From an optimization exercise on the open Yosys and OpenROAD flow, aimed at small area; shortcuts taken in it are not production practice.
Function was checked by simulation only, so behaviour that the tests miss may differ from the original.
No activity file was given, so power comes from the tool's default toggle rates. The clock port is modelled as an ideal driver; clocking choices that lean on that would not hold on a real chip.

File: flow/run.sh
#!/bin/bash
# synth_recipe.tcl (not shown) runs the flow's synth.tcl, then flattens the netlist and writes it again
# the make line also repeats each setting of config.mk as NAME=value (left out here)
make -C /OpenROAD-flow-scripts/flow DESIGN_CONFIG=/design/flow/config.mk WORK_HOME=/design/flow/orfs CLKGATE_MAP_FILE= SYNTH_SCRIPT=/design/flow/synth_recipe.tcl finish
File: flow/config.mk
export PLATFORM = sky130hd
export DESIGN_NAME = simon_pipeline
export DESIGN_NICKNAME = simon_pipeline
export VERILOG_FILES = /design/flow/design.v
export SDC_FILE = /design/flow/constraint.sdc
export NUM_CORES = 4
export LEC_CHECK = 0
export CAP_MARGIN = 20
export CORE_MARGIN = 2
export CORE_UTILIZATION = 40
export PLACE_DENSITY = 0.6
export SLEW_MARGIN = 20
File: flow/constraint.sdc
create_clock -name core_clock -period 5.0 [get_ports {clk}]
set_input_delay 1.0000 -clock core_clock [delete_from_list [all_inputs] [get_ports {clk}]]
set_output_delay 1.0000 -clock core_clock [all_outputs]
set_load 0.01 [all_outputs]
File: flow/design.v
module sigle_block(
    input  [15:0] in_low,
    input  [15:0] in_high,
    output [15:0] out_high
);
    assign out_high = in_low
                    ^ ({in_high[14:0],in_high[15]} & {in_high[7:0],in_high[15:8]})
                    ^ {in_high[13:0],in_high[15:14]};
endmodule
module simon_key(
    input  [63:0]  keytext,
    input          clk, rst,
    output [511:0] key_total
);
    localparam [61:0] Z = 62'b01100111000011010100100010111110110011100001101010010001011111;
    reg [15:0] k [0:31];
    reg [4:0]  cnt;    
    wire [15:0] t   = {k[31][2:0], k[31][15:3]} ^ k[29];
    wire [15:0] nk  = k[28] ^ t ^ {t[0], t[15:1]} ^ {15'h7ffe, Z[cnt - 5'd1]};
    wire load  = (cnt == 5'd0);
    wire shift = (cnt != 5'd0) && (cnt != 5'd29);
    always @(posedge clk) begin
        if (!rst)
            cnt <= 5'd0;
        else if (cnt != 5'd29)
            cnt <= cnt + 5'd1;
    end
    integer j;
    always @(posedge clk) begin
        if (rst && load) begin
            k[28] <= keytext[15:0];
            k[29] <= keytext[31:16];
            k[30] <= keytext[47:32];
            k[31] <= keytext[63:48];
        end else if (rst && shift) begin
            for (j = 0; j < 31; j = j + 1)
                k[j] <= k[j+1];
            k[31] <= nk;
        end
    end
    genvar g;
    generate
        for (g = 0; g < 32; g = g + 1) begin : out
            assign key_total[16*g+15:16*g] = k[g];
        end
    endgenerate
endmodule
module simon_pipeline(
    input  [31:0] plaintext,
    input  [63:0] keytext,
    input         clk, rst,
    output reg [31:0] ciphertext
);
    wire [511:0] key_total;
    simon_key key_generate(
        .keytext(keytext),
        .clk(clk),
        .rst(rst),
        .key_total(key_total)
    );
    reg  [15:0] x [0:31];
    reg  [15:0] w [0:31];
    wire [15:0] nx [0:31];
    genvar i;
    generate
        for (i = 0; i < 32; i = i + 1) begin : round
            sigle_block E(
                .in_low(w[i]),
                .in_high(x[i]),
                .out_high(nx[i])
            );
            if (i < 31) begin : st
                always @(posedge clk) begin
                    x[i+1] <= nx[i];
                    w[i+1] <= x[i] ^ key_total[16*(i+1)+15:16*(i+1)];
                end
            end
        end
    endgenerate
    always @(posedge clk) begin
        x[0] <= plaintext[31:16];
        w[0] <= plaintext[15:0] ^ key_total[15:0];
        ciphertext <= {nx[31], x[31]};
    end
endmodule
==> results.cfg, run 1 <==
[run_status]
status = complete, no violations

[route]
routedWlPerCell_microns = 20.5
drt_iter0_drc = 1677
vias = 26600
antenna_left = 0
firstDrtPassIters = 5
drc_errors = 0
routed_wl_microns = 123000
via_per_inst = 4.42

[timing]
worst_slew_pin_slew_ns = 0.965
skew_ns = 0.0445
fin_ws_ns = 2.01
grt_setup_unrepaired = false
setup_viol = 0
final_max_slew_viol_count = 0
hold_viol = 0
min_period_ns = 2.99
min_period_over_period = 0.598
slew_headroom = 0.357
fmax_ghz = 0.335
whs_ns = 0.403

[cts]
clock_latency_ns = 0.78
post-cts-setup-buffers = 0
cts_tree = yes
clkSlewWorstSetupHoldPaths_ns = 0.06
cts_buffers = 158
cts.path.max_buffers = 3
ctsResizeCount = 0
ctsHoldBuffers = 0
cts_root_buf = clkbuf_16
clock_sinks = 1573
cts_max_level = 4

[synthesis]
synth_seq_cells = 1573
muxShareOfSynthArea = 0.0105
synth_edf_count = 512
synth_top_family_by_area = XOR/XNOR gates
avgSynthCellArea_sq_um = 14.0
synth-async-reset-ratio = 0
synthDistinctLibCells = 32
synthAdderAreaFrac = 0.00117
synth_cells = 3813
synth_ff_type = dfxtp_1
synth_nets = 3916
synth_compound_area_frac = 0.00365
yosysWarnings = 7
synth_xor_area_frac = 0.260
yosysSeqAreaShare = 0.684
syn_area_sq_um = 53500
synth-simple-area-share = 0.0392

[hold_path]
min_to = ciphertext[7]
hp-start = x[31][7]
min_path_cells = 0
hp-class = flip-flop to flip-flop

[worst_setup_path]
worstPathRequired_ns = 5.40
path_common_cell = buf_12
path_cells = inv_1, ha_1, nor3b_1, and2b_1, nor2b_4, buf_12, buf_12
cp_slowest_cell = dfxtp_1
rrSetupSlack_ns = 2.01
critical_path_class = flip-flop to flip-flop
cp-startpoint = key_generate.cnt[0]
rr_endpoint = key_generate.k[8][15]
worstPathArrival_ns = 3.39
path_max_fanout = 80
startpoint_type = flip-flop
cp_slowest_stage_delay_ns = 0.54
reg2reg_depth = 7
end_kind = flip-flop
r2r-start = key_generate.cnt[0]

[global_routing]
groute.usage.overall = 0.180
grt_pass1_wl_microns = 182000
grt_overflow = 0
grt_max_degree = 81
grt_pass1_vias = 27700
antenna_found_initial = 0

[floorplan]
fp.dieW_microns = 370
start_util = 0.402
ios = 130
dieArea_sq_um = 137000
die_y_microns = 370
rows = 134
core-area_sq_um = 133000

[cells_and_area]
fin_cells = 6012
syn2layout_area_growth_pct = 16.9
finalCoreUtilization = 0.470
finalInstanceArea_sq_um = 62600
mostFrequentLayoutCells = dfxtp_1, xor2_1, xnor2_1
layout-drive-gt1-share = 0.0754
regArea_sq_um = 36600
multi_input_area_sq_um = 16800
final_common_cell = dfxtp_1
n_fill_cell = 11800
nets = 4209

[power_and_ir_drop]
leakage_nw = 24.3
p_per_area_nw_per_um2 = 795
ir_drop_mv = 0.430

[flow_run]
maxCapViolations = 0

[placement]
place_area_sq_um = 57100
gp_congestion = 0.789
dp_hpwl_microns = 87100
dpl_worst_slack_ns = 1.40
dp.cells = 5713
port-buffer-count = 129
## power by group
part	internal (mW)	switching (mW)
clock network	7.01	5.10
logic	7.26	5.78
registers	18.7	5.90
## per-layer routing
| layer | track usage | vias up | share of wire |
|---|---|---|---|
| met5 | 0 | - | 0 |
| met4 | 0.0515 | 0 | 0.021 |
| met3 | 0.0294 | 175 | 0.036 |
| met2 | 0.282 | 442 | 0.46 |
| met1 | 0.257 | 13100 | 0.48 |
| li1 | - | 12800 | - |
## synth_stat cells, drive strengths merged (2+ instances only)
| cell type | count | share of area |
|---|---|---|
| inv | 3 | 0.00021 |
| xor2 | 1032 | 0.17 |
| nand2b | 3 | 0.00035 |
| o21ai | 3 | 0.00028 |
| clkbuf | 3 | 0.00021 |
| mux2 | 49 | 0.010 |
| a31oi | 3 | 0.00035 |
| ha | 5 | 0.0012 |
| nor2 | 22 | 0.0015 |
| a21oi | 19 | 0.0018 |
| nand2 | 516 | 0.036 |
| dfxtp | 1061 | 0.40 |
| xnor2 | 556 | 0.091 |
| nand3 | 2 | 0.00019 |
| edfxtp | 512 | 0.29 |
| buf | 9 | 0.00094 |
| o31a | 2 | 0.00033 |
## through the flow
stage,total power [mW],TNS [ns]
global placement,37.8,0
global route,52.5,0
finish,49.8,0
floorplan,32.9,-1690.96
detailed placement,37.8,0
CTS,50.3,0
## logic make-up after synthesis
kind of cell / Yosys count
AO/OA/AOI/OAI: 32
XOR/XNOR: 1588
adder cells (fa/ha/maj): 5
buffers and inverters: 15
flip-flops: 1573
multiplexers: 50
AND/OR/NAND/NOR: 550
## flip-flops by register name, summed over array words and instances, names as in the netlist
signal	flops
key_generate.k	512
w	512
x	512
ciphertext	32
key_generate.cnt	5
## worst max-delay path by stage
stage / end / slack [ns] / depth (start not counted)
after global placement: key_generate.k[9][8] / 1.43 / 4
final: key_generate.k[8][15] / 2.01 / 7
after floorplan: key_generate.k[0][0] / -3.77 / 2
after CTS: key_generate.k[19][10] / 1.69 / 6
after global routing: key_generate.k[8][8] / 1.85 / 7
after detailed placement: key_generate.k[19][0] / 1.40 / 4
## critical path, delay by kind of cell, from the launching register on
family | cells | cell delay (ns)
fa+ha+maj | 1 | 0.31
buf+inv | 3 | 0.77
flops | 1 | 0.54
simple gates | 3 | 0.87
## layout make-up
class / count / share of cell area
clock buffer: 223 / 0.0729
tap: 1768 / 0.0354
timing repair buffer: 145 / 0.0238
antenna: 1 / 0.0000400
multi-input combinational: 2225 / 0.269
sequential: 1573 / 0.585
clock inverter: 74 / 0.0132
inverter: 3 / 0.000180
==> run 2, diff against run 1 <==
--- a/flow/config.mk
+++ b/flow/config.mk
@@ -9,4 +9,7 @@
 export CORE_MARGIN = 2
 export CORE_UTILIZATION = 40
+export CTS_BUF_LIST = sky130_fd_sc_hd__clkbuf_16
+export CTS_CLUSTER_DIAMETER = 60
+export CTS_CLUSTER_SIZE = 30
 export PLACE_DENSITY = 0.6
 export SLEW_MARGIN = 20
==> run 2 against run 1 <==
Still clean. Cell area fell by 2.3%. Synthesized cell count unchanged. Non-clock buffer count did not move. Clock-buffer cell count shrank 107. Cell count shrank 1.4%. Critical path depth is the same.
==> results.cfg, run 2 <==
[floorplan]
fp.dieW_microns = 370
die_y_microns = 370
start_util = 0.402
dieArea_sq_um = 137000
rows = 134
core-area_sq_um = 133000
ios = 130

[cells_and_area]
antenna_cells = 0
finalCoreUtilization = 0.459
mostFrequentLayoutCells = dfxtp_1, xor2_1, xnor2_1
final_common_cell = dfxtp_1
multi_input_area_sq_um = 16800
n_fill_cell = 11900
nets = 4162
regArea_sq_um = 36600
syn2layout_area_growth_pct = 14.2
top_regs = key_generate.k (512), w (512), x (512)
layout-drive-gt1-share = 0.0630

[timing]
skew_ns = 0.0632
setup_viol = 0
final_max_slew_viol_count = 0
worst_slew_pin_slew_ns = 0.963
fmax_ghz = 0.338
hold_viol = 0
grt_setup_unrepaired = false
min_period_over_period = 0.592
slew_headroom = 0.358
min_period_ns = 2.96
whs_ns = 0.408

[synthesis]
yosysSeqAreaShare = 0.684
synth_seq_cells = 1573
synth_cells = 3813
synth.area.top_cells = dfxtp_1, edfxtp_1, xor2_1
synth_ff_type = dfxtp_1
synth_top_area_share = 0.397
avgSynthCellArea_sq_um = 14.0
yosys-top-cells-count = dfxtp_1, xor2_1, xnor2_1
syn_area_sq_um = 53500
yosysWarnings = 7
synth_nets = 3916
synth_area_leader_cell = dfxtp_1
synth-async-reset-ratio = 0
yosysMostFrequentCell = dfxtp_1
synthDistinctLibCells = 32
synth_edf_count = 512

[cts]
ctsResizeCount = 0
ctsHoldBuffers = 0
cts_max_level = 3
cts_root_buf = clkbuf_16
clkSlewWorstSetupHoldPaths_ns = 0.08
clock_sinks = 1573
clock_latency_ns = 0.75
cts_buffers = 111
cts.path.max_buffers = 3
cts_tree = yes
post-cts-setup-buffers = 0

[global_routing]
grt_pass1_wl_microns = 180000
grt_pass1_vias = 27100
antenna_found_initial = 0
groute.usage.overall = 0.178
grt_max_degree = 81
grt_overflow = 0

[placement]
gp_congestion = 0.789
port-buffer-count = 129
dp_hpwl_microns = 87100

[worst_setup_path]
rr_endpoint = key_generate.k[8][0]
cp_slowest_stage_delay_ns = 0.55
worstPathRequired_ns = 5.38
critPathBufInv = 3
end_kind = flip-flop
path_delay_family = simple AND/OR/NAND/NOR gates
rrSetupSlack_ns = 2.04
path_depth = 7
endpoint = key_generate.k[8][0]
cp_slowest_cell = dfxtp_1
path_max_fanout = 80
critical_path_class = flip-flop to flip-flop
r2r-start = key_generate.cnt[0]
startpoint_type = flip-flop
worstPathArrival_ns = 3.34
reg2reg_depth = 7
cp-startpoint = key_generate.cnt[0]
path_common_cell = buf_12
path_cells = inv_1, ha_1, nor3b_1, and2b_1, nor2b_4, buf_12, buf_12

[power_and_ir_drop]
p_per_area_nw_per_um2 = 774
ir_drop_mv = 0.383
power_mw = 47.3
leakage_nw = 23.6

[route]
drt_iter0_drc = 1760
routed_wl_microns = 122000
vias = 26200
routedWlPerCell_microns = 20.6
firstDrtPassIters = 6
drc_errors = 0
antenna_left = 0
via_per_inst = 4.42

[hold_path]
hp-class = flip-flop to flip-flop
min_path_cells = 0

[run_status]
status = complete, no violations

[flow_run]
maxCapViolations = 0
==> run 2: kinds of logic after synthesis <==
kind of cell,after synthesis,share of synthesized area
buf+inv,15,0.00136
fa+ha+maj,5,0.00117
xor+xnor,1588,0.260
compound gates,32,0.00365
flops,1573,0.684
mux,50,0.0105
simple gates,550,0.0392
==> run 2: power by group <==
group | internal (mW) | total [mW] | switching [mW]
clock | 4.70 | 9.67 | 4.98
sequential | 18.7 | 24.6 | 5.88
combinational | 7.26 | 13.0 | 5.78
==> run 2: worst min-delay path by stage <==
stage	startpoint	endpoint	slack [ns]
2_1_floorplan	x[31][12]	ciphertext[12]	0.37
3_3_place_gp	x[31][7]	ciphertext[7]	0.40
3_5_place_dp	x[31][7]	ciphertext[7]	0.40
4_1_cts	x[31][7]	ciphertext[7]	0.41
5_1_grt	x[31][7]	ciphertext[7]	0.42
6_report	x[31][12]	ciphertext[12]	0.41
==> run 2: metrics by stage <==
step | setup slack (ns) | TNS, ns | area, sq um | cells
4_1_cts | 1.69 | 0 | 61100 | 5924
5_1_grt | 1.85 | 0 | 61100 | 5925
3_5_place_dp | 1.40 | 0 | 57100 | 5713
3_3_place_gp | 1.43 | 0 | 57100 | 5713
6_report | 2.04 | 0 | 61100 | 5925
2_1_floorplan | -3.77 | -1690.96 | 53500 | 3813
==> run 2: per-layer routing <==
layer / track usage / up-vias / routed length (microns)
met5: 0 / - / 0
met4: 0.0388 / 0 / 2210
met3: 0.0255 / 143 / 4340
met2: 0.283 / 414 / 56500
met1: 0.256 / 12900 / 59100
li1: - / 12700 / -
==> run 2: area by class of cell <==
class                           count  share of cell area
Multi-Input combinational cell   2225               0.276
Sequential cell                  1573               0.599
Inverter                            3            0.000184
Clock buffer                      116              0.0475
Tap cell                         1768              0.0362
Clock inverter                     95              0.0169
Timing Repair Buffer              145              0.0243
==> run 3, diff against run 2 <==
--- a/flow/config.mk
+++ b/flow/config.mk
@@ -9,7 +9,7 @@
 export CORE_MARGIN = 2
 export CORE_UTILIZATION = 40
-export CTS_BUF_LIST = sky130_fd_sc_hd__clkbuf_16
-export CTS_CLUSTER_DIAMETER = 60
-export CTS_CLUSTER_SIZE = 30
+export CTS_BUF_LIST = sky130_fd_sc_hd__clkbuf_8
+export CTS_CLUSTER_DIAMETER = 40
+export CTS_CLUSTER_SIZE = 14
 export PLACE_DENSITY = 0.6
 export SLEW_MARGIN = 20
==> run 3 against run 2 <==
Die area is the same. Clock skew increased by 0.0033 ns. Worst hold slack gained 0.0020 ns. Via count rose by 1.4%. Area after synthesis is the same. Non-clock buffer count is the same. Worst setup slack got worse by 0.028 ns. Core utilization up 0.38 points. First-iteration DRC count fell by 6.0%. Total power grew 1.4%. Sequential share of layout area shrank 0.49 points.
==> results.cfg, run 3 <==
[worst_setup_path]
path_delay_family = simple AND/OR/NAND/NOR gates
path_common_cell = buf_12
worstPathArrival_ns = 3.50
rrSetupSlack_ns = 2.01
cp_slowest_stage_delay_ns = 0.53
path_max_fanout = 80
end_kind = flip-flop
critical_path_class = flip-flop to flip-flop
critPathBufInv = 3
r2r-start = key_generate.cnt[0]
cp_slowest_cell = dfxtp_1
reg2reg_depth = 7
startpoint_type = flip-flop
path_cells = inv_1, ha_1, nor3b_1, and2b_1, nor2b_4, buf_12, buf_12
worstPathRequired_ns = 5.52
rr_endpoint = key_generate.k[0][9]

[global_routing]
grt_pass1_wl_microns = 182000
groute.usage.overall = 0.180
grt_max_degree = 81
antenna_found_initial = 1
grt_overflow = 0
grt_pass1_vias = 27700

[hold_path]
min_path_cells = 0
min_to = ciphertext[7]
hp-class = flip-flop to flip-flop
hp-start = x[31][7]

[synthesis]
synth_area_leader_cell = dfxtp_1
synth_ff_type = dfxtp_1
syn_area_sq_um = 53500
avgSynthCellArea_sq_um = 14.0
yosysMostFrequentCell = dfxtp_1
synth_edf_count = 512
synth_nets = 3916
yosysSeqAreaShare = 0.684
synth_cells = 3813
yosysWarnings = 7
synth.area.top_cells = dfxtp_1, edfxtp_1, xor2_1
synth_top_area_share = 0.397
synth-async-reset-ratio = 0
synth_seq_cells = 1573
yosys-top-cells-count = dfxtp_1, xor2_1, xnor2_1
synthDistinctLibCells = 32

[route]
routed_wl_microns = 123000
drt_iter0_drc = 1654
antenna_left = 0
firstDrtPassIters = 5
routedWlPerCell_microns = 20.3
vias = 26600
drc_errors = 0
via_per_inst = 4.38

[cells_and_area]
mostFrequentLayoutCells = dfxtp_1, xor2_1, xnor2_1
final_common_cell = dfxtp_1
nets = 4236
finalCoreUtilization = 0.463
layout-drive-gt1-share = 0.0914
finalInstanceArea_sq_um = 61600
top_regs = key_generate.k (512), w (512), x (512)
fin_cells = 6067
syn2layout_area_growth_pct = 15.1
n_fill_cell = 11900

[cts]
cts_tree = yes
ctsResizeCount = 0
clkSlewWorstSetupHoldPaths_ns = 0.07
cts_max_level = 4
clock_latency_ns = 0.90
ctsHoldBuffers = 0
cts_root_buf = clkbuf_8
post-cts-setup-buffers = 0
cts_buffers = 185
cts.path.max_buffers = 3
clock_sinks = 1573

[power_and_ir_drop]
power_mw = 48.0
leakage_nw = 24.0
switching_power_mw = 16.8
p_per_area_nw_per_um2 = 778
p_sw_frac = 0.350
combinationalPowerShare = 0.272
ir_drop_mv = 0.344
p_int_mw = 31.2
clkPwrFrac = 0.215
sequentialPowerShare = 0.513

[placement]
port-buffer-count = 129
gp_congestion = 0.789
dp_hpwl_microns = 87100
place_area_sq_um = 57100
dp.cells = 5713

[run_status]
status = complete, no violations

[timing]
hold_viol = 0
skew_ns = 0.0665
slew_headroom = 0.348
min_period_ns = 2.99
final_max_slew_viol_count = 0
grt_setup_unrepaired = false
min_period_over_period = 0.597
fmax_ghz = 0.335
worst_slew_pin_slew_ns = 0.979
setup_viol = 0

[floorplan]
dieArea_sq_um = 137000
die_y_microns = 370
ios = 130
core-area_sq_um = 133000
fp.dieW_microns = 370
rows = 134
start_util = 0.402

[flow_run]
maxCapViolations = 0
[run 3: cell counts after synthesis]
Identical to the previous run, type by type.
[run 3: cell type report]
cell class              instances  area [sq um]  area share
diodes                          1          2.50   0.0000406
clock buffers                 207          2850      0.0462
clock inverters               145          1580      0.0257
inverters                       3          11.3    0.000183
multi-input cells            2225         16800       0.273
flip-flops and latches       1573         36600       0.594
well taps                    1768          2210      0.0359
repair buffers                145          1490      0.0241
[run 3: power by group through the flow]
stage | clock network, mW | logic [mW] | registers, mW
final | 10.3 | 13.0 | 24.6
after global routing | 11.1 | 14.5 | 25.1
after CTS | 10.6 | 13.2 | 24.7
after detailed placement | 0 | 13.0 | 24.9
after global placement | 0 | 12.9 | 25.0
after floorplan | 0 | 10.6 | 22.3
[run 3: cells by family after synthesis]
logic type | after synthesis | synth area share
fa+ha+maj | 5 | 0.00117
buf+inv | 15 | 0.00136
mux | 50 | 0.0105
simple gates | 550 | 0.0392
flops | 1573 | 0.684
xor+xnor | 1588 | 0.260
compound gates | 32 | 0.00365
[run 3: worst max path at each step]
stage	from	endpoint	cells past startpoint
2_1_floorplan	rst	key_generate.k[0][0]	2
3_3_place_gp	rst	key_generate.k[9][8]	4
3_5_place_dp	rst	key_generate.k[19][0]	4
4_1_cts	key_generate.cnt[0]	key_generate.k[19][11]	6
5_1_grt	key_generate.cnt[0]	key_generate.k[10][8]	7
6_report	key_generate.cnt[0]	key_generate.k[0][9]	7
[run 3: metrics by stage]
stage | hold slack (ns) | setup TNS [ns] | setup slack, ns
final | 0.410 | 0 | 2.01
after global routing | 0.428 | 0 | 1.87
after CTS | 0.418 | 0 | 1.69
after detailed placement | 0.400 | 0 | 1.40
after global placement | 0.397 | 0 | 1.43
after floorplan | 0.374 | -1690.96 | -3.77
[run 3: per-layer routing]
metal | up-vias | GRT usage | part of all wire | wire length [microns]
met4 | 0 | 0.0521 | 0.019 | 2380
met1 | 13000 | 0.256 | 0.48 | 59600
li1 | 12900 | - | - | -
met5 | - | 0 | 0 | 0
met2 | 468 | 0.283 | 0.46 | 56600
met3 | 178 | 0.0285 | 0.038 | 4630
==> run 4, diff against run 3 <==
--- a/flow/config.mk
+++ b/flow/config.mk
@@ -6,10 +6,8 @@
 export NUM_CORES = 4
 export LEC_CHECK = 0
+export ABC_AREA = 1
 export CAP_MARGIN = 20
 export CORE_MARGIN = 2
 export CORE_UTILIZATION = 40
-export CTS_BUF_LIST = sky130_fd_sc_hd__clkbuf_8
-export CTS_CLUSTER_DIAMETER = 40
-export CTS_CLUSTER_SIZE = 14
 export PLACE_DENSITY = 0.6
 export SLEW_MARGIN = 20
==> run 4 against run 3 <==
Synthesized cell count is 3.6% higher. Area after synthesis is 0.50% higher. Wire length is 2.7% lower. Critical path depth is 1 lower. Clock skew is 0.044 ns lower. Worst hold slack worse by 0.0093 ns. Largest cell class unchanged. Clock power is 16% higher. Combinational power is 7% lower. Core utilization is 0.61 points higher. Die area is 0.50% higher. Sequential power hardly changed. Critical path type is now primary input to flip-flop. Global-route usage is 0.47 points lower.
==> results.cfg, run 4 <==
[global_routing]
grt_max_degree = 105
grt_overflow = 0
use_met1 = 0.246
grt_pass1_vias = 28400
grt_busiest_layer = met2
groute.usage.overall = 0.175
antenna_found_initial = 0
gr-usage-met2 = 0.280
grt_pass1_wl_microns = 181000
use_met3 = 0.0296

[cts]
cts_max_level = 4
cts_tree = yes
clkSlewWorstSetupHoldPaths_ns = 0.06
clock_latency_ns = 0.77
clock_sinks = 1573
ctsHoldBuffers = 0
ctsResizeCount = 0
cts_root_buf = clkbuf_16
cts.path.max_buffers = 3
cts_buffers = 162
post-cts-setup-buffers = 0

[hold_path]
hp-class = flip-flop to flip-flop
min_to = ciphertext[9]
hp-start = x[31][9]
min_path_cells = 0

[cells_and_area]
antenna_cells = 0
top_regs = key_generate.k (512), w (512), x (512)
fin_cells = 6143
syn2layout_area_growth_pct = 16.4
final_common_cell = dfxtp_1
mostFrequentLayoutCells = dfxtp_1, xor2_1, nand2_1
finalCoreUtilization = 0.469
nets = 4342
layout-drive-gt1-share = 0.0647

[worst_setup_path]
r2r-start = key_generate.cnt[0]
rrSetupSlack_ns = 2.15
worstPathArrival_ns = 3.46
cp_slowest_stage_delay_ns = 0.68
rr_endpoint = key_generate.k[31][0]
startpoint_type = primary input
reg2reg_depth = 9
cp_slowest_cell = nor2_8
critPathBufInv = 3
path_delay_family = buffers and inverters
end_kind = flip-flop
path_max_fanout = 52
path_cells = clkdlybuf4s50_1, inv_1, nor2_8, inv_2, nand3_1, nand2_1
critical_path_class = primary input to flip-flop
worstPathRequired_ns = 5.51

[floorplan]
die_y_microns = 371
rows = 134
core-area_sq_um = 133000
start_util = 0.403
dieArea_sq_um = 137000
ios = 130
fp.dieW_microns = 371

[synthesis]
synth-async-reset-ratio = 0
synth_ff_type = dfxtp_1
syn_area_sq_um = 53800
synth.area.top_cells = dfxtp_1, edfxtp_1, xor2_1
yosysSeqAreaShare = 0.681
yosys-top-cells-count = dfxtp_1, xor2_1, nand2_1
synth_seq_cells = 1573
yosysWarnings = 7
synth_cells = 3950
synth_edf_count = 512
yosysMostFrequentCell = dfxtp_1
synth_nets = 4053
avgSynthCellArea_sq_um = 13.6
synth_top_area_share = 0.395
synthDistinctLibCells = 27
synth_area_leader_cell = dfxtp_1

[timing]
skew_ns = 0.0226
slew_headroom = 0.436
whs_ns = 0.401
setup_viol = 0
fmax_ghz = 0.338
worst_slew_pin_slew_ns = 0.845
min_period_ns = 2.96
fin_ws_ns = 2.04
final_max_slew_viol_count = 0
min_period_over_period = 0.591
hold_viol = 0
grt_setup_unrepaired = false

[route]
vias = 27100
antenna_left = 0
drc_errors = 0
drt_iter0_drc = 1734
routedWlPerCell_microns = 19.5
routed_wl_microns = 120000
via_per_inst = 4.41
firstDrtPassIters = 5

[power_and_ir_drop]
leakage_nw = 23.9
ir_drop_mv = 0.408
p_per_area_nw_per_um2 = 775

[run_status]
status = complete, no violations

[placement]
port-buffer-count = 129
dp.cells = 5843
dp_hpwl_microns = 83600
gp_congestion = 0.798
dpl_worst_slack_ns = 1.26

[flow_run]
maxCapViolations = 0
==> run 4: cell count changes in the layout (fill, tap and decap cells not counted), moves of 23 or more <==
cell / delta
xor2_1: +23
inv_6: -23
mux2_2: -49
nand2_1: +182
xnor2_1: -29
clkbuf_16: +168
clkbuf_1: +54
clkbuf_8: -182
==> run 4: metrics by stage <==
step | power, mW | setup TNS [ns] | area (sq um)
CTS | 49.0 | 0 | 62600
global placement | 36.9 | 0 | 57300
finish | 48.5 | 0 | 62600
detailed placement | 36.9 | 0 | 57300
floorplan | 32.2 | -1376.69 | 53800
global route | 51.4 | 0 | 62600
==> run 4: worst max path at each step <==
stage               startpoint                    end  slack [ns]  cells after the start
detailed placement         rst  key_generate.k[31][0]        1.26                      6
global placement           rst  key_generate.k[31][0]        1.30                      6
global route               rst  key_generate.k[31][0]        1.92                      6
CTS                        rst  key_generate.k[31][0]        2.07                      6
finish                     rst  key_generate.k[31][0]        2.04                      6
floorplan                  rst   key_generate.k[0][0]       -3.07                      2
==> run 4: cells by family (layout without fill, tap and decap cells) <==
| kind of cell | Yosys count | after routing | synth area share |
|---|---|---|---|
| fa+ha+maj | 5 | 5 | 0.00116 |
| xor+xnor | 1582 | 1582 | 0.258 |
| simple gates | 728 | 728 | 0.0523 |
| flops | 1573 | 1573 | 0.681 |
| compound gates | 27 | 27 | 0.00389 |
| buf+inv | 35 | 460 | 0.00414 |
==> run 4: area by class of cell <==
| cell class | instances | area, sq um |
|---|---|---|
| well taps | 1768 | 2210 |
| repair buffers | 139 | 1420 |
| inverters | 21 | 83.8 |
| multi-input cells | 2342 | 17000 |
| clock buffers | 247 | 4750 |
| clock inverters | 53 | 519 |
| fillers | 11900 | 70900 |
| flip-flops and latches | 1573 | 36600 |
==> run 4: routing by layer <==
metal	vias to the layer above	share of wire
li1	13200	-
met1	13200	0.47
met2	520	0.47
met3	161	0.041
met4	0	0.020
met5	-	0
==> run 4: where the power goes <==
group / switching, mW / internal, mW
registers: 5.91 / 18.7
logic: 5.52 / 6.56
clock network: 4.96 / 6.90
==> run 5, diff against run 4 <==
==> flow/flow/run.sh (new file) <==
#!/bin/bash
# Standard ORFS layout with two changes: ports are buffered with buf_1, and
# CTS builds its tree without dummy balancing loads from clkbuf cells.
set -euo pipefail
export BUFFER_PORTS_ARGS="-buffer_cell sky130_fd_sc_hd__buf_1"
export CTS_ARGS="-sink_clustering_enable -repair_clock_nets -dont_use_dummy_load -buf_list sky130_fd_sc_hd__clkbuf_16 -sink_clustering_size 30 -sink_clustering_max_diameter 60"
bash standard.sh finish > standard_finish.log 2>&1
==> flow/standard.sh (new file) <==
#!/bin/bash
# synth_recipe.tcl (not shown) runs the flow's synth.tcl, then flattens the netlist and writes it again
# the make line also repeats each setting of config.mk as NAME=value (left out here)
make -C /OpenROAD-flow-scripts/flow DESIGN_CONFIG=/design/flow/config.mk WORK_HOME=/design/flow/orfs CLKGATE_MAP_FILE= SYNTH_SCRIPT=/design/flow/synth_recipe.tcl "${@:-finish}"
--- a/flow/config.mk
+++ b/flow/config.mk
@@ -6,5 +6,4 @@
 export NUM_CORES = 4
 export LEC_CHECK = 0
-export ABC_AREA = 1
 export CAP_MARGIN = 20
 export CORE_MARGIN = 2
removed: flow/run.sh
==> run 5 against run 4 <==
Die area fell by 0.49%. Largest power group unchanged. Clock-buffer cell count shrank 143. Total power is 7.5% lower. Critical path depth did not move. Cell count is 5.4% lower. Area after synthesis down 0.50%. Core utilization shrank 2.6 points. Combinational power rose by 4%. Sequential share of layout area increased by 3.6 points.
==> results.cfg, run 5 <==
[run_status]
status = complete, no violations

[placement]
dp_hpwl_microns = 86000
place_area_sq_um = 56300
dpl_worst_slack_ns = 1.87
gp_congestion = 0.815
dp.cells = 5708
port-buffer-count = 129

[timing]
min_period_ns = 3.11
slew_headroom = 0.426
final_max_slew_viol_count = 0
min_period_over_period = 0.622
grt_setup_unrepaired = false
fin_ws_ns = 1.89
skew_ns = 0.0746
worst_slew_pin_slew_ns = 0.861
fmax_ghz = 0.321
setup_tns_ns = 0
setup_viol = 0
whs_ns = 0.352
hold_viol = 0

[global_routing]
grt_max_degree = 107
antenna_found_initial = 1
groute.usage.overall = 0.175
grt_overflow = 0
grt_pass1_wl_microns = 178000
grt_pass1_vias = 27000

[synthesis]
yosysMostFrequentCell = dfxtp_1
yosysSeqAreaShare = 0.684
synth.area.top_cells = dfxtp_1, edfxtp_1, xor2_1
synth_seq_cells = 1573
synth_top_area_share = 0.397
synthDistinctLibCells = 32
yosys-top-cells-count = dfxtp_1, xor2_1, xnor2_1
syn_area_sq_um = 53500
synth_nets = 3916
synth_area_leader_cell = dfxtp_1
synth_cells = 3813
synth-async-reset-ratio = 0
yosysWarnings = 7
synth_edf_count = 512
avgSynthCellArea_sq_um = 14.0
synth_ff_type = dfxtp_1

[cts]
clock_sinks = 1573
cts_tree = yes
ctsHoldBuffers = 0
cts_max_level = 3
cts_buffers = 104
post-cts-setup-buffers = 0
clock_latency_ns = 0.73
cts_root_buf = clkbuf_16
ctsResizeCount = 0
clkSlewWorstSetupHoldPaths_ns = 0.10
cts.path.max_buffers = 3

[cells_and_area]
final_common_cell = dfxtp_1
n_fill_cell = 12100
layout-drive-gt1-share = 0.0413
finalCoreUtilization = 0.442
regArea_sq_um = 36600
antenna_cells = 0
mostFrequentLayoutCells = dfxtp_1, xor2_1, xnor2_1
nets = 4149
fin_cells = 5812
top_regs = key_generate.k (512), w (512), x (512)
multi_input_area_sq_um = 16800
finalInstanceArea_sq_um = 58900
syn2layout_area_growth_pct = 10.1

[power_and_ir_drop]
combinationalPowerShare = 0.280
leakage_nw = 22.5
p_sw_frac = 0.345
sequentialPowerShare = 0.549
clkPwrFrac = 0.171
power_mw = 44.9
switching_power_mw = 15.5
p_per_area_nw_per_um2 = 762
ir_drop_mv = 0.352
p_int_mw = 29.4

[worst_setup_path]
worstPathRequired_ns = 5.28
cp_slowest_cell = nor2b_4
critical_path_class = flip-flop to flip-flop
path_cells = inv_1, ha_1, nor3b_1, and2b_1, nor2b_4, buf_12
path_max_fanout = 106
worstPathArrival_ns = 3.39
cp_slowest_stage_delay_ns = 0.57
startpoint_type = flip-flop
end_kind = flip-flop
critPathBufInv = 2
path_delay_family = simple AND/OR/NAND/NOR gates

[route]
routed_wl_microns = 120000
via_per_inst = 4.47
firstDrtPassIters = 5
drt_iter0_drc = 1639
drc_errors = 0
vias = 26000
routedWlPerCell_microns = 20.6
antenna_left = 0

[hold_path]
hp-class = primary input to flip-flop

[floorplan]
fp.dieW_microns = 370
ios = 130
core-area_sq_um = 133000
die_y_microns = 370
dieArea_sq_um = 137000
rows = 134
start_util = 0.402

[flow_run]
maxCapViolations = 0
## run 5: cell count changes after synthesis, moves of 8 or more
cell / before / now
nand2_1: 698 / 516
mux2_2: 0 / 49
xnor2_1: 527 / 556
xor2_1: 1055 / 1032
nor2_1: 3 / 22
o21ai_2: 19 / 0
a21oi_1: 4 / 19
inv_1: 17 / 3
nand3_1: 13 / 2
nand2_2: 8 / 0
## run 5: logic make-up (layout without fill, tap and decap cells)
logic type,count (synthesis),count (layout),synth area share
AND/OR/NAND/NOR,550,550,0.0392
flip-flops,1573,1573,0.684
XOR/XNOR,1588,1588,0.260
buffers and inverters,15,246,0.00136
multiplexers,50,50,0.0105
adder cells (fa/ha/maj),5,5,0.00117
AO/OA/AOI/OAI,32,32,0.00365
## run 5: final cells by class
class / instances / share of cell area
multi-input combinational: 2225 / 0.286
clock buffer: 104 / 0.0442
timing repair buffer: 139 / 0.0106
tap: 1768 / 0.0376
sequential: 1573 / 0.622
inverter: 3 / 0.000191
## run 5: per-layer routing
| metal | vias to the layer above | global-route usage | part of all wire |
|---|---|---|---|
| met2 | 402 | 0.279 | 0.46 |
| met4 | 2 | 0.0371 | 0.019 |
| met3 | 152 | 0.0263 | 0.034 |
| li1 | 12600 | - | - |
| met1 | 12900 | 0.251 | 0.48 |
| met5 | - | 0 | 0.00011 |
## run 5: power by group through the flow
stage          Combinational [mW]  Clock, mW  Sequential [mW]
6_report                     12.6       7.67             24.6
3_5_place_dp                 12.5          0             24.9
4_1_cts                      12.7       7.87             24.7
3_3_place_gp                 12.4          0             25.1
5_1_grt                      14.1       8.33             25.2
2_1_floorplan                10.6          0             22.3
## run 5: final timing paths
check	from	to	slack, ns	cells past startpoint
worst max-delay path	key_generate.cnt[0]	key_generate.k[22][3]	1.89	6
worst max register to register	key_generate.cnt[0]	key_generate.k[22][3]	1.89	6
worst min-delay path	plaintext[16]	x[0][0]	0.35	1
worst min register to register	x[31][7]	ciphertext[7]	0.40	0
==> run 6, diff against run 5 <==
==> flow/flow/run.sh (replaced) <==
#!/bin/bash
# Standard ORFS layout with two changes: ports are buffered with buf_1, and
# CTS builds its tree without dummy balancing loads from clkbuf cells.
set -euo pipefail
export BUFFER_PORTS_ARGS="-buffer_cell sky130_fd_sc_hd__buf_1"
export CTS_ARGS="-sink_clustering_enable -repair_clock_nets -dont_use_dummy_load -buf_list sky130_fd_sc_hd__clkbuf_16 -sink_clustering_size 30 -sink_clustering_max_diameter 80"
bash standard.sh finish > standard_finish.log 2>&1
==> run 6 against run 5 <==
Clock-buffer cell count fell by 34. Still clean on timing, DRC and antenna. Clock power fell by 18%. Via count fell by 0.78%. Worst hold slack improved by 0.027 ns. Sequential cell count did not move. Fmax rose by 1.0%. Non-clock buffer count did not move. First-iteration DRC count rose by 8.5%.
==> results.cfg, run 6 <==
[route]
drt_iter0_drc = 1778
via_per_inst = 4.46
highest_layer = met5
wl_met1_microns = 58100
routedWlPerCell_microns = 20.6
dr_wl_met2_microns = 55300
met3_length_microns = 3500
firstDrtPassIters = 5
antenna_left = 0
routed_wl_microns = 119000
drc_errors = 0
vias = 25800

[cells_and_area]
top_regs = key_generate.k (512), w (512), x (512)
finalCoreUtilization = 0.436
nets = 4115
mostFrequentLayoutCells = dfxtp_1, xor2_1, xnor2_1
final_common_cell = dfxtp_1
syn2layout_area_growth_pct = 8.49
fin_cells = 5779
layout-drive-gt1-share = 0.0332
finalInstanceArea_sq_um = 58100

[global_routing]
grt_pass1_vias = 26600
grt_pass1_wl_microns = 177000
antenna_found_initial = 1
groute.usage.overall = 0.174
grt_max_degree = 107
grt_overflow = 0

[timing]
setup_tns_ns = 0
min_period_ns = 3.08
whs_ns = 0.378
skew_ns = 0.0774
hold_viol = 0
slew_headroom = 0.431
worst_slew_pin_slew_ns = 0.853
setup_viol = 0
min_period_over_period = 0.616
fmax_ghz = 0.325
grt_setup_unrepaired = false
final_max_slew_viol_count = 0
fin_ws_ns = 1.92

[cts]
ctsHoldBuffers = 0
cts_max_level = 3
cts_buffers = 70
ctsResizeCount = 0
post-cts-setup-buffers = 0
cts_tree = yes
cts_root_buf = clkbuf_16
cts.path.max_buffers = 3
clkSlewWorstSetupHoldPaths_ns = 0.11
clock_sinks = 1573
clock_latency_ns = 0.70

[floorplan]
core-area_sq_um = 133000
dieArea_sq_um = 137000
die_y_microns = 370
rows = 134
ios = 130
fp.dieW_microns = 370
start_util = 0.402

[worst_setup_path]
critical_path_class = flip-flop to flip-flop
rrSetupSlack_ns = 1.92
startpoint_type = flip-flop
rr_endpoint = key_generate.k[21][11]
path_max_fanout = 106
worstPathArrival_ns = 3.34
worstPathRequired_ns = 5.27
r2r-start = key_generate.cnt[0]
reg2reg_depth = 6
end_kind = flip-flop

[placement]
port-buffer-count = 129
place_area_sq_um = 56300
dp.cells = 5708
dpl_worst_slack_ns = 1.87
gp_congestion = 0.815
dp_hpwl_microns = 86000

[synthesis]
yosysWarnings = 7
synth_seq_cells = 1573
yosys-top-cells-count = dfxtp_1, xor2_1, xnor2_1
syn_area_sq_um = 53500
avgSynthCellArea_sq_um = 14.0
yosysMostFrequentCell = dfxtp_1
synth.area.top_cells = dfxtp_1, edfxtp_1, xor2_1
synth_area_leader_cell = dfxtp_1
synth_edf_count = 512
synth-async-reset-ratio = 0
yosysSeqAreaShare = 0.684
synth_ff_type = dfxtp_1
synth_nets = 3916
synthDistinctLibCells = 32
synth_cells = 3813
synth_top_area_share = 0.397

[power_and_ir_drop]
leakage_nw = 22.1
power_mw = 43.5
p_per_area_nw_per_um2 = 749
ir_drop_mv = 0.276

[hold_path]
hp-start = plaintext[25]
hp-class = primary input to flip-flop
min_path_cells = 1
min_to = x[0][9]

[run_status]
status = complete, no violations

[flow_run]
maxCapViolations = 0
run 6: logic make-up after synthesis:
| logic type | share of synthesized area |
|---|---|
| flip-flops | 0.684 |
| adder cells (fa/ha/maj) | 0.00117 |
| multiplexers | 0.0105 |
| XOR/XNOR | 0.260 |
| buffers and inverters | 0.00136 |
| AO/OA/AOI/OAI | 0.00365 |
| AND/OR/NAND/NOR | 0.0392 |
run 6: final cells by class:
type | instances | area [sq um]
Antenna cell | 1 | 2.50
Clock buffer | 70 | 1750
Fill cell | 12200 | 75100
Inverter | 3 | 11.3
Multi-Input combinational cell | 2225 | 16800
Sequential cell | 1573 | 36600
Tap cell | 1768 | 2210
Timing Repair Buffer | 139 | 622
run 6: metal layers:
metal / vias up / track usage
met5: - / 0
met4: 2 / 0.0357
met3: 117 / 0.0239
met2: 315 / 0.279
met1: 12900 / 0.251
li1: 12500 / -
run 6: worst max-delay path by stage:
stage	from	end	slack (ns)	cells after the start
2_1_floorplan	rst	key_generate.k[0][0]	-3.77	2
3_3_place_gp	key_generate.cnt[0]	key_generate.k[30][12]	1.92	7
3_5_place_dp	key_generate.cnt[0]	key_generate.k[30][11]	1.87	7
4_1_cts	key_generate.cnt[0]	key_generate.k[28][5]	1.86	7
5_1_grt	key_generate.cnt[0]	key_generate.k[22][10]	1.75	6
6_report	key_generate.cnt[0]	key_generate.k[21][11]	1.92	6
run 6: worst max-delay path, stage by stage, from the launching register on:
cell and delay [ns]:
dfxtp_1 0.55, inv_1 0.15, ha_1 0.31, nor3b_1 0.20, and2b_1 0.25, nor2b_4 0.57
buf_12 0.49
run 6: where the power goes:
| part | internal [mW] | leakage, nW | switching, mW | total (mW) |
|---|---|---|---|---|
| clock network | 2.53 | 0.863 | 3.79 | 6.32 |
| registers | 18.7 | 13.8 | 5.92 | 24.6 |
| logic | 7.03 | 7.44 | 5.55 | 12.6 |
| total | 28.2 | 22.1 | 15.3 | 43.5 |
==> run 7, diff against run 6 <==
--- a/flow/design.v
+++ b/flow/design.v
@@ -14,35 +14,34 @@
 );
     localparam [61:0] Z = 62'b01100111000011010100100010111110110011100001101010010001011111;
-    reg [15:0] k [0:31];
+    reg [15:0] c [0:30];
     reg [4:0]  cnt;    
-    wire [15:0] t   = {k[31][2:0], k[31][15:3]} ^ k[29];
-    wire [15:0] nk  = k[28] ^ t ^ {t[0], t[15:1]} ^ {15'h7ffe, Z[cnt - 5'd1]};
-    wire load  = (cnt == 5'd0);
-    wire shift = (cnt != 5'd0) && (cnt != 5'd29);
+    wire [15:0] t   = {c[30][2:0], c[30][15:3]} ^ c[28];
+    wire [15:0] gen = c[27] ^ t ^ {t[0], t[15:1]} ^ {15'h7ffe, Z[cnt - 5'd1]};
     always @(posedge clk) begin
         if (!rst)
             cnt <= 5'd0;
-        else if (cnt != 5'd29)
+        else if (cnt != 5'd28)
             cnt <= cnt + 5'd1;
     end
     integer j;
     always @(posedge clk) begin
-        if (rst && load) begin
-            k[28] <= keytext[15:0];
-            k[29] <= keytext[31:16];
-            k[30] <= keytext[47:32];
-            k[31] <= keytext[63:48];
-        end else if (rst && shift) begin
-            for (j = 0; j < 31; j = j + 1)
-                k[j] <= k[j+1];
-            k[31] <= nk;
+        if (rst && cnt == 5'd0) begin
+            c[27] <= keytext[15:0];
+            c[28] <= keytext[31:16];
+            c[29] <= keytext[47:32];
+            c[30] <= keytext[63:48];
+        end else if (rst && cnt != 5'd28) begin
+            for (j = 0; j < 30; j = j + 1)
+                c[j] <= c[j+1];
+            c[30] <= gen;
         end
     end
     genvar g;
     generate
-        for (g = 0; g < 32; g = g + 1) begin : out
-            assign key_total[16*g+15:16*g] = k[g];
+        for (g = 0; g < 31; g = g + 1) begin : out
+            assign key_total[16*g+15:16*g] = c[g];
         end
     endgenerate
+    assign key_total[511:496] = gen;
 endmodule
 module simon_pipeline(
--- a/flow/flow/run.sh
+++ b/flow/flow/run.sh
@@ -1,5 +1,5 @@
 #!/bin/bash
 # Standard ORFS layout with two changes: ports are buffered with buf_1, and
-# CTS builds its tree without dummy balancing loads from clkbuf cells.
+# CTS builds its tree from clkbuf_16 without dummy balancing loads.
 set -euo pipefail
 export BUFFER_PORTS_ARGS="-buffer_cell sky130_fd_sc_hd__buf_1"
==> run 7 against run 6 <==
Wire length decreased by 3.0%. Largest power group unchanged. Register-to-register slack improved by 0.13 ns. Fmax grew 4.5%. Sequential share of layout area decreased by 0.37 points. Worst hold slack better by 0.018 ns. Still clean on timing, DRC and antenna. Cell count grew 1.1%. Area after synthesis decreased by 0.91%. Core utilization is 0.23 points higher. Clock power is essentially flat. Global-route usage down 0.47 points.
==> results.cfg, run 7 <==
[run_status]
status = complete, no violations

[timing]
grt_setup_unrepaired = false
fmax_ghz = 0.339
whs_ns = 0.397
final_max_slew_viol_count = 0
skew_ns = 0.0671
min_period_ns = 2.95
worst_slew_pin_slew_ns = 0.864
slew_headroom = 0.424
setup_viol = 0
min_period_over_period = 0.589
fin_ws_ns = 2.05
hold_viol = 0
setup_tns_ns = 0

[synthesis]
synth_top_area_share = 0.401
synth-async-reset-ratio = 0
yosysWarnings = 7
synth_edf_count = 496
synth_ff_type = dfxtp_1
synth_area_leader_cell = dfxtp_1
yosys-top-cells-count = dfxtp_1, xor2_1, nand2_1
synthDistinctLibCells = 28
synth.area.top_cells = dfxtp_1, edfxtp_1, xor2_1
avgSynthCellArea_sq_um = 13.6
yosysSeqAreaShare = 0.681
yosysMostFrequentCell = dfxtp_1
synth_seq_cells = 1557
synth_cells = 3892
synth_nets = 3994
syn_area_sq_um = 53000

[power_and_ir_drop]
combinationalPowerShare = 0.294
leakage_nw = 22.3
p_per_area_nw_per_um2 = 755
switching_power_mw = 15.3
sequentialPowerShare = 0.561
clkPwrFrac = 0.145
p_int_mw = 28.2
p_sw_frac = 0.351
power_mw = 43.5
ir_drop_mv = 0.270

[cells_and_area]
fin_cells = 5845
nets = 4192
mostFrequentLayoutCells = dfxtp_1, xor2_1, nand2_1
syn2layout_area_growth_pct = 8.69
layout-drive-gt1-share = 0.0223
final_common_cell = dfxtp_1
n_fill_cell = 12100
top_regs = w (512), x (512), key_generate.c (496)

[hold_path]
min_to = ciphertext[11]
hp-start = x[31][11]
min_path_cells = 0
hp-class = flip-flop to flip-flop

[global_routing]
grt_pass1_wl_microns = 172000
antenna_found_initial = 6
grt_pass1_vias = 26500
grt_overflow = 0
groute.usage.overall = 0.169
grt_max_degree = 78

[cts]
ctsResizeCount = 0
cts_max_level = 3
cts_tree = yes
clock_latency_ns = 0.69
clock_sinks = 1557
cts_root_buf = clkbuf_16
cts.path.max_buffers = 3
cts_buffers = 71
ctsHoldBuffers = 0
post-cts-setup-buffers = 0
clkSlewWorstSetupHoldPaths_ns = 0.08

[route]
vias = 25900
via_per_inst = 4.42
firstDrtPassIters = 5
drt_iter0_drc = 1650
routedWlPerCell_microns = 19.8
antenna_left = 0
routed_wl_microns = 116000
drc_errors = 0

[floorplan]
ios = 130
die_y_microns = 368
dieArea_sq_um = 135000
start_util = 0.403
fp.dieW_microns = 368
core-area_sq_um = 131000
rows = 133

[placement]
dpl_worst_slack_ns = 2.01
dp.cells = 5771
port-buffer-count = 129
dp_hpwl_microns = 84200
gp_congestion = 0.807

[flow_run]
maxCapViolations = 0

[worst_setup_path]
path_cells = inv_1, ha_1, nand4_1, and2_4, and2_4, buf_12, buf_12
startpoint_type = flip-flop
cp_slowest_stage_delay_ns = 0.56
rr_endpoint = key_generate.c[18][3]
rrSetupSlack_ns = 2.05
critPathBufInv = 3
worstPathArrival_ns = 3.26
path_max_fanout = 35
worstPathRequired_ns = 5.31
r2r-start = key_generate.cnt[0]
cp_slowest_cell = and2_4
path_delay_family = simple AND/OR/NAND/NOR gates
reg2reg_depth = 7
end_kind = flip-flop
critical_path_class = flip-flop to flip-flop
## run 7: per-stage QoR
step,cell area [sq um],utilization
3_3_place_gp,55800,0.425
4_1_cts,57600,0.438
3_5_place_dp,55800,0.425
6_report,57600,0.438
2_1_floorplan,53000,-
5_1_grt,57600,0.438
## run 7: routing by layer
metal | routed length (microns) | global-route usage
met2 | 52600 | 0.269
met4 | 2500 | 0.0379
met5 | 60 | 0
met3 | 3540 | 0.0237
met1 | 56900 | 0.245
## run 7: cells by family (layout without fill, tap and decap cells)
kind of cell,count (synthesis),count (layout),synth area share
buffers and inverters,22,218,0.00184
AO/OA/AOI/OAI,25,25,0.00260
AND/OR/NAND/NOR,689,689,0.0493
multiplexers,3,3,0.000897
XOR/XNOR,1592,1592,0.263
other,0,2,0
adder cells (fa/ha/maj),4,4,0.000944
flip-flops,1557,1557,0.681
## run 7: cell type report
cell class / count / area (sq um) / area share
inverter: 5 / 18.8 / 0.000326
clock buffer: 71 / 1780 / 0.0308
tap: 1755 / 2200 / 0.0381
sequential: 1557 / 36100 / 0.627
timing repair buffer: 142 / 694 / 0.0120
multi-input combinational: 2313 / 16800 / 0.292
antenna: 2 / 5.00 / 0.0000868
## run 7: worst max-delay path by stage
| stage | start | end | depth (start not counted) | slack, ns |
|---|---|---|---|---|
| after floorplan | rst | key_generate.c[0][0] | 2 | -0.12 |
| after global placement | rst | key_generate.c[16][12] | 6 | 2.02 |
| after detailed placement | rst | key_generate.c[16][3] | 6 | 2.01 |
| after CTS | key_generate.cnt[0] | key_generate.c[17][11] | 7 | 2.05 |
| after global routing | key_generate.cnt[0] | key_generate.c[18][3] | 7 | 1.87 |
| final | key_generate.cnt[0] | key_generate.c[18][3] | 7 | 2.05 |
## run 7: power groups by stage
stage               Clock (mW)  Sequential [mW]  Combinational (mW)
global route              6.91             25.0                14.3
global placement             0             24.8                12.7
floorplan                    0             22.1                10.8
finish                    6.31             24.4                12.8
detailed placement           0             24.7                12.8
CTS                       6.52             24.5                13.0
==> run 8, diff against run 7 <==
==> flow/flow/run.sh (replaced) <==
#!/bin/bash
# Standard ORFS layout with two changes: ports are buffered with buf_1, and
# CTS builds its tree from clkbuf_16 without dummy balancing loads.
set -euo pipefail
export BUFFER_PORTS_ARGS="-buffer_cell sky130_fd_sc_hd__buf_1"
export CTS_ARGS="-sink_clustering_enable -repair_clock_nets -dont_use_dummy_load -buf_list sky130_fd_sc_hd__clkbuf_16 -sink_clustering_size 35 -sink_clustering_max_diameter 80"
bash standard.sh finish > standard_finish.log 2>&1
--- a/flow/config.mk
+++ b/flow/config.mk
@@ -8,5 +8,5 @@
 export CAP_MARGIN = 20
 export CORE_MARGIN = 2
-export CORE_UTILIZATION = 40
-export PLACE_DENSITY = 0.6
+export CORE_UTILIZATION = 60
+export PLACE_DENSITY = 0.75
 export SLEW_MARGIN = 20
==> run 8 against run 7 <==
Die area is 33% lower. Core utilization is 20 points higher. Non-clock buffer count is 4 lower. Worst setup slack improved by 0.017 ns. Sequential cell count is the same. First-iteration DRC count increased by 31%. Global-route usage increased by 6.5 points. Worst hold slack better by 0.0020 ns. Total power shrank 2.3%.
==> results.cfg, run 8 <==
[global_routing]
grt_max_degree = 136
grt_pass1_vias = 25900
grt_overflow = 0
grt_pass1_wl_microns = 160000
antenna_found_initial = 2
groute.usage.overall = 0.234

[timing]
setup_tns_ns = 0
skew_ns = 0.0591
hold_viol = 0
slew_headroom = 0.323
min_period_over_period = 0.586
final_max_slew_viol_count = 0
worst_slew_pin_slew_ns = 1.02
fmax_ghz = 0.341
min_period_ns = 2.93
grt_setup_unrepaired = false
fin_ws_ns = 2.07
setup_viol = 0

[hold_path]
min_to = ciphertext[14]
hp-class = flip-flop to flip-flop
min_path_cells = 0
hp-start = x[31][14]

[floorplan]
ios = 130
fp.dieW_microns = 301
core-area_sq_um = 88000
die_y_microns = 301
rows = 109
dieArea_sq_um = 90800
start_util = 0.603

[cells_and_area]
nets = 4171
top_regs = w (512), x (512), key_generate.c (496)
antenna_cells = 0
finalInstanceArea_sq_um = 56400
syn2layout_area_growth_pct = 6.31
final_common_cell = dfxtp_1
mostFrequentLayoutCells = dfxtp_1, xor2_1, nand2_1
fin_cells = 5232
layout-drive-gt1-share = 0.0172

[route]
vias = 26400
via_per_inst = 5.05
drc_errors = 0
routed_wl_microns = 107000
antenna_left = 0
firstDrtPassIters = 4
drt_iter0_drc = 2155
routedWlPerCell_microns = 20.4

[worst_setup_path]
reg2reg_depth = 6
r2r-start = key_generate.cnt[0]
path_max_fanout = 135
rr_endpoint = key_generate.c[8][10]
critical_path_class = flip-flop to flip-flop
rrSetupSlack_ns = 2.07
worstPathArrival_ns = 3.23
end_kind = flip-flop
startpoint_type = flip-flop
worstPathRequired_ns = 5.30

[synthesis]
synthDistinctLibCells = 28
yosysWarnings = 7
synth_edf_count = 496
yosysSeqAreaShare = 0.681
synth_area_leader_cell = dfxtp_1
yosysMostFrequentCell = dfxtp_1
synth-async-reset-ratio = 0
synth_seq_cells = 1557
avgSynthCellArea_sq_um = 13.6
synth_ff_type = dfxtp_1
synth_cells = 3892
synth.area.top_cells = dfxtp_1, edfxtp_1, xor2_1
synth_top_area_share = 0.401
synth_nets = 3994
syn_area_sq_um = 53000
yosys-top-cells-count = dfxtp_1, xor2_1, nand2_1

[power_and_ir_drop]
sequentialPowerShare = 0.573
ir_drop_mv = 0.545
leakage_nw = 22.0
switching_power_mw = 14.9
p_int_mw = 27.6
p_sw_frac = 0.351
combinationalPowerShare = 0.298
power_mw = 42.5
clkPwrFrac = 0.129
p_per_area_nw_per_um2 = 754

[cts]
cts_max_level = 2
clock_sinks = 1557
ctsResizeCount = 0
cts.path.max_buffers = 3
cts_tree = yes
cts_buffers = 54
clock_latency_ns = 0.68
cts_root_buf = clkbuf_16
ctsHoldBuffers = 0
clkSlewWorstSetupHoldPaths_ns = 0.12
post-cts-setup-buffers = 0

[placement]
dp_hpwl_microns = 77500
port-buffer-count = 129
dpl_worst_slack_ns = 2.10
dp.cells = 5177
gp_congestion = 0.859
place_area_sq_um = 55000

[run_status]
status = complete, no violations

[flow_run]
maxCapViolations = 0
==> run 8: cell types whose count changed in the layout (fill, tap and decap cells not counted), sizes merged <==
cell	change
diode	-2
buf	-4
clkbuf	-17
==> run 8: power groups by stage <==
stage | registers (mW) | clock network [mW] | logic (mW)
6_report | 24.4 | 5.47 | 12.7
5_1_grt | 24.9 | 5.97 | 14.1
4_1_cts | 24.4 | 5.60 | 12.8
3_5_place_dp | 24.6 | 0 | 12.7
3_3_place_gp | 24.6 | 0 | 12.3
2_1_floorplan | 22.1 | 0 | 10.8
==> run 8: area by class of cell <==
type / instances / area (sq um)
Timing Repair Buffer: 138 / 602
Inverter: 5 / 18.8
Fill cell: 6683 / 31600
Clock buffer: 54 / 1350
Multi-Input combinational cell: 2313 / 16800
Sequential cell: 1557 / 36100
Tap cell: 1165 / 1460
==> run 8: worst max path at each step <==
stage	cells past startpoint	to	slack, ns	start
after global routing	6	key_generate.c[8][8]	1.95	key_generate.cnt[0]
final	6	key_generate.c[8][10]	2.07	key_generate.cnt[0]
after CTS	6	key_generate.c[1][12]	2.17	key_generate.cnt[0]
after global placement	5	key_generate.c[0][12]	2.12	rst
after detailed placement	5	key_generate.c[8][12]	2.10	rst
after floorplan	2	key_generate.c[0][0]	-0.12	rst
==> run 8: metrics by stage <==
stage | hold slack, ns | util
floorplan | 0.374 | -
global placement | 0.396 | 0.625
detailed placement | 0.393 | 0.625
CTS | 0.362 | 0.641
global route | 0.384 | 0.641
finish | 0.399 | 0.641
==> run 8: cell families after synthesis <==
family                   synth area share
XOR/XNOR                            0.263
flip-flops                          0.681
AND/OR/NAND/NOR                    0.0493
AO/OA/AOI/OAI                     0.00260
buffers and inverters             0.00184
adder cells (fa/ha/maj)          0.000944
multiplexers                     0.000897
==> run 8: worst max-delay path, cell delays in order (launching register included) <==
cell and delay (ns):
dfxtp_1 0.51, inv_1 0.14, ha_1 0.27, nand4_1 0.23, and2_4 0.20, and2_4 0.39, buf_12 0.46
==> run 8: layer usage <==
layer / up-vias / share of wire / track usage
met2: 461 / 0.45 / 0.354
li1: 12600 / - / -
met1: 13200 / 0.49 / 0.363
met4: 2 / 0.019 / 0.0481
met3: 121 / 0.044 / 0.0290
met5: - / 0.00012 / 0
==> run 9, diff against run 8 <==
==> flow/flow/run.sh (replaced) <==
#!/bin/bash
# Standard ORFS layout with two changes: ports are buffered with buf_1, and
# CTS builds its tree from clkbuf_16 without dummy balancing loads.
set -euo pipefail
export BUFFER_PORTS_ARGS="-buffer_cell sky130_fd_sc_hd__buf_1"
export CTS_ARGS="-sink_clustering_enable -repair_clock_nets -dont_use_dummy_load -buf_list sky130_fd_sc_hd__clkbuf_16 -sink_clustering_size 28 -sink_clustering_max_diameter 80"
bash standard.sh finish > standard_finish.log 2>&1
==> run 9 against run 8 <==
Sequential share of layout area decreased by 0.37 points. Clock power increased by about 10%. Clock skew decreased by 0.0043 ns. Sequential cell count unchanged. Critical endpoint is now key_generate.c[5][0]. Largest power group unchanged.
==> results.cfg, run 9 <==
[run_status]
status = complete, no violations

[power_and_ir_drop]
sequentialPowerShare = 0.566
combinationalPowerShare = 0.294
ir_drop_mv = 0.419
leakage_nw = 22.2
p_sw_frac = 0.349
power_mw = 43.1
p_int_mw = 28.1
p_per_area_nw_per_um2 = 760
clkPwrFrac = 0.140
switching_power_mw = 15.0

[floorplan]
start_util = 0.603
die_y_microns = 301
dieArea_sq_um = 90800
fp.dieW_microns = 301
rows = 109
ios = 130
core-area_sq_um = 88000

[placement]
port-buffer-count = 129
gp_congestion = 0.859
dp_hpwl_microns = 77500

[cts]
post-cts-setup-buffers = 0
clkSlewWorstSetupHoldPaths_ns = 0.10
cts_max_level = 3
cts_buffers = 67
ctsHoldBuffers = 0
ctsResizeCount = 0
clock_sinks = 1557
clock_latency_ns = 0.64
cts_root_buf = clkbuf_16
cts_tree = yes
cts.path.max_buffers = 3

[synthesis]
yosys-top-cells-count = dfxtp_1, xor2_1, nand2_1
synth_nets = 3994
synthDistinctLibCells = 28
synth_cells = 3892
synth_edf_count = 496
yosysSeqAreaShare = 0.681
synth_top_area_share = 0.401
synth_area_leader_cell = dfxtp_1
synth_seq_cells = 1557
yosysWarnings = 7
synth.area.top_cells = dfxtp_1, edfxtp_1, xor2_1
synth-async-reset-ratio = 0
yosysMostFrequentCell = dfxtp_1
syn_area_sq_um = 53000
synth_ff_type = dfxtp_1
avgSynthCellArea_sq_um = 13.6

[route]
via_per_inst = 5.08
vias = 26600
firstDrtPassIters = 5
routed_wl_microns = 107000
antenna_left = 0
routedWlPerCell_microns = 20.4
drt_iter0_drc = 1955
drc_errors = 0

[worst_setup_path]
startpoint_type = flip-flop
critPathBufInv = 2
cp_slowest_cell = dfxtp_1
path_depth = 6
rr_endpoint = key_generate.c[5][0]
path_delay_family = simple AND/OR/NAND/NOR gates
critical_path_class = flip-flop to flip-flop
cp_slowest_stage_delay_ns = 0.51
r2r-start = key_generate.cnt[0]
reg2reg_depth = 6
worstPathRequired_ns = 5.26
end_kind = flip-flop
path_max_fanout = 135
path_common_cell = and2_4
path_cells = inv_1, ha_1, nand4_1, and2_4, and2_4, buf_12
worstPathArrival_ns = 3.16
rrSetupSlack_ns = 2.09

[timing]
skew_ns = 0.0548
hold_viol = 0
final_max_slew_viol_count = 0
grt_setup_unrepaired = false
setup_viol = 0
min_period_ns = 2.91
worst_slew_pin_slew_ns = 0.923
fmax_ghz = 0.344
min_period_over_period = 0.581
slew_headroom = 0.385

[cells_and_area]
finalCoreUtilization = 0.645
regArea_sq_um = 36100
top_regs = w (512), x (512), key_generate.c (496)
nets = 4184
n_fill_cell = 6653
layout-drive-gt1-share = 0.0203
syn2layout_area_growth_pct = 6.92
mostFrequentLayoutCells = dfxtp_1, xor2_1, nand2_1
antenna_cells = 0
multi_input_area_sq_um = 16800
final_common_cell = dfxtp_1

[global_routing]
grt_pass1_vias = 26100
groute.usage.overall = 0.236
grt_overflow = 0
antenna_found_initial = 2
grt_pass1_wl_microns = 160000
grt_max_degree = 136

[flow_run]
maxCapViolations = 0

[hold_path]
min_path_cells = 0
hp-class = flip-flop to flip-flop
hp-start = x[31][11]
min_to = ciphertext[11]
-- run 9: worst max-delay path by stage --
stage | slack [ns] | startpoint | endpoint
finish | 2.09 | key_generate.cnt[0] | key_generate.c[5][0]
global route | 1.93 | key_generate.cnt[0] | key_generate.c[0][8]
CTS | 2.17 | key_generate.cnt[0] | key_generate.c[2][14]
detailed placement | 2.10 | rst | key_generate.c[8][12]
global placement | 2.12 | rst | key_generate.c[0][12]
floorplan | -0.12 | rst | key_generate.c[0][0]
-- run 9: power by group through the flow --
stage                     Sequential (mW)  Combinational [mW]  Clock (mW)
after floorplan                      22.1                10.8           0
after global placement               24.6                12.3           0
after detailed placement             24.6                12.7           0
after CTS                            24.4                12.8        6.16
final                                24.4                12.7        6.03
after global routing                 24.9                14.1        6.56
-- run 9: metal layers --
| layer | vias to the layer above | share of wire | track usage |
|---|---|---|---|
| met4 | 2 | 0.019 | 0.0524 |
| met3 | 122 | 0.051 | 0.0337 |
| li1 | 12600 | - | - |
| met2 | 532 | 0.44 | 0.356 |
| met5 | - | 0.00012 | 0 |
| met1 | 13300 | 0.48 | 0.362 |
-- run 9: cells by family after synthesis --
logic type               Yosys count  share of synthesized area
buffers and inverters             22                    0.00184
XOR/XNOR                        1592                      0.263
flip-flops                      1557                      0.681
AND/OR/NAND/NOR                  689                     0.0493
AO/OA/AOI/OAI                     25                    0.00260
multiplexers                       3                   0.000897
adder cells (fa/ha/maj)            4                   0.000944
-- run 9: worst reg2reg max path: cells and delay by family, from the launching register on --
kind	cells	cell delay (ns)
simple gates	3	0.81
fa+ha+maj	1	0.27
buf+inv	2	0.70
flops	1	0.51
-- run 9: area by class of cell --
class	instances	share of cell area
Timing Repair Buffer	138	0.0106
Clock buffer	67	0.0296
Tap cell	1165	0.0257
Sequential cell	1557	0.637
Multi-Input combinational cell	2313	0.296
Inverter	5	0.000331
-- run 9: metrics by stage --
| stage | hold WS, ns | instance area [sq um] | setup TNS [ns] | worst slack, ns | std cells |
|---|---|---|---|---|---|
| floorplan | 0.374 | 53000 | -53.70 | -0.124 | 3892 |
| global placement | 0.396 | 55000 | 0 | 2.12 | 5177 |
| detailed placement | 0.393 | 55000 | 0 | 2.10 | 5177 |
| CTS | 0.390 | 56700 | 0 | 2.17 | 5244 |
| global route | 0.399 | 56700 | 0 | 1.93 | 5245 |
| finish | 0.404 | 56700 | 0 | 2.09 | 5245 |

-- what the ideal ports hide --
In the flow no input, the clock included, has a driving cell. The finished layouts below were timed again as built, in two steps.
Step 1 (the two cells are an assumption about what drives the block):
set clk [get_ports {clk}]
set_driving_cell -lib_cell sky130_fd_sc_hd__clkbuf_16 $clk
set_driving_cell -lib_cell sky130_fd_sc_hd__buf_2 [delete_from_list [all_inputs] $clk]
Step 2, shift: input delay + t, output delay - t, t = (earliest + latest rising clock arrival at the registers) / 2. This alone moves slack from input paths to output paths.
Slacks: no drivers / after step 1 / after step 2; pairs: no drivers / after step 1.
run | t (ns) | setup WS [ns] | worst setup path at the end | worst data-port slew with drivers (ns) | pins driven straight from the clock port
run 1 | 0.834 | 2.011 / 2.011 / 1.700 | input to register | 0.08 | 1
run 2 | 0.803 | 2.042 / 2.042 / 1.734 | input to register | 0.08 | 1
run 3 | 0.939 | 2.014 / 2.014 / 1.681 | input to register | 0.08 | 1
run 4 | 0.828 | 2.044 / 2.058 / 1.231 | input to register | 0.08 | 1
run 5 | 0.766 | 1.889 / 1.889 / 1.889 | register to register | 0.09 | 1
run 6 | 0.739 | 1.921 / 1.921 / 1.921 | register to register | 0.09 | 1
run 7 | 0.717 | 2.054 / 2.054 / 2.007 | input to register | 0.12 | 1
run 8 | 0.706 | 2.071 / 2.071 / 1.993 | input to register | 0.06 | 1
run 9 | 0.676 | 2.094 / 2.094 / 2.023 | input to register | 0.06 | 1
After both steps every run listed still meets setup and hold. For run 4, which loses most, drivers alone change the setup slack by +0.014 ns; drivers and shift together by -0.813 ns.
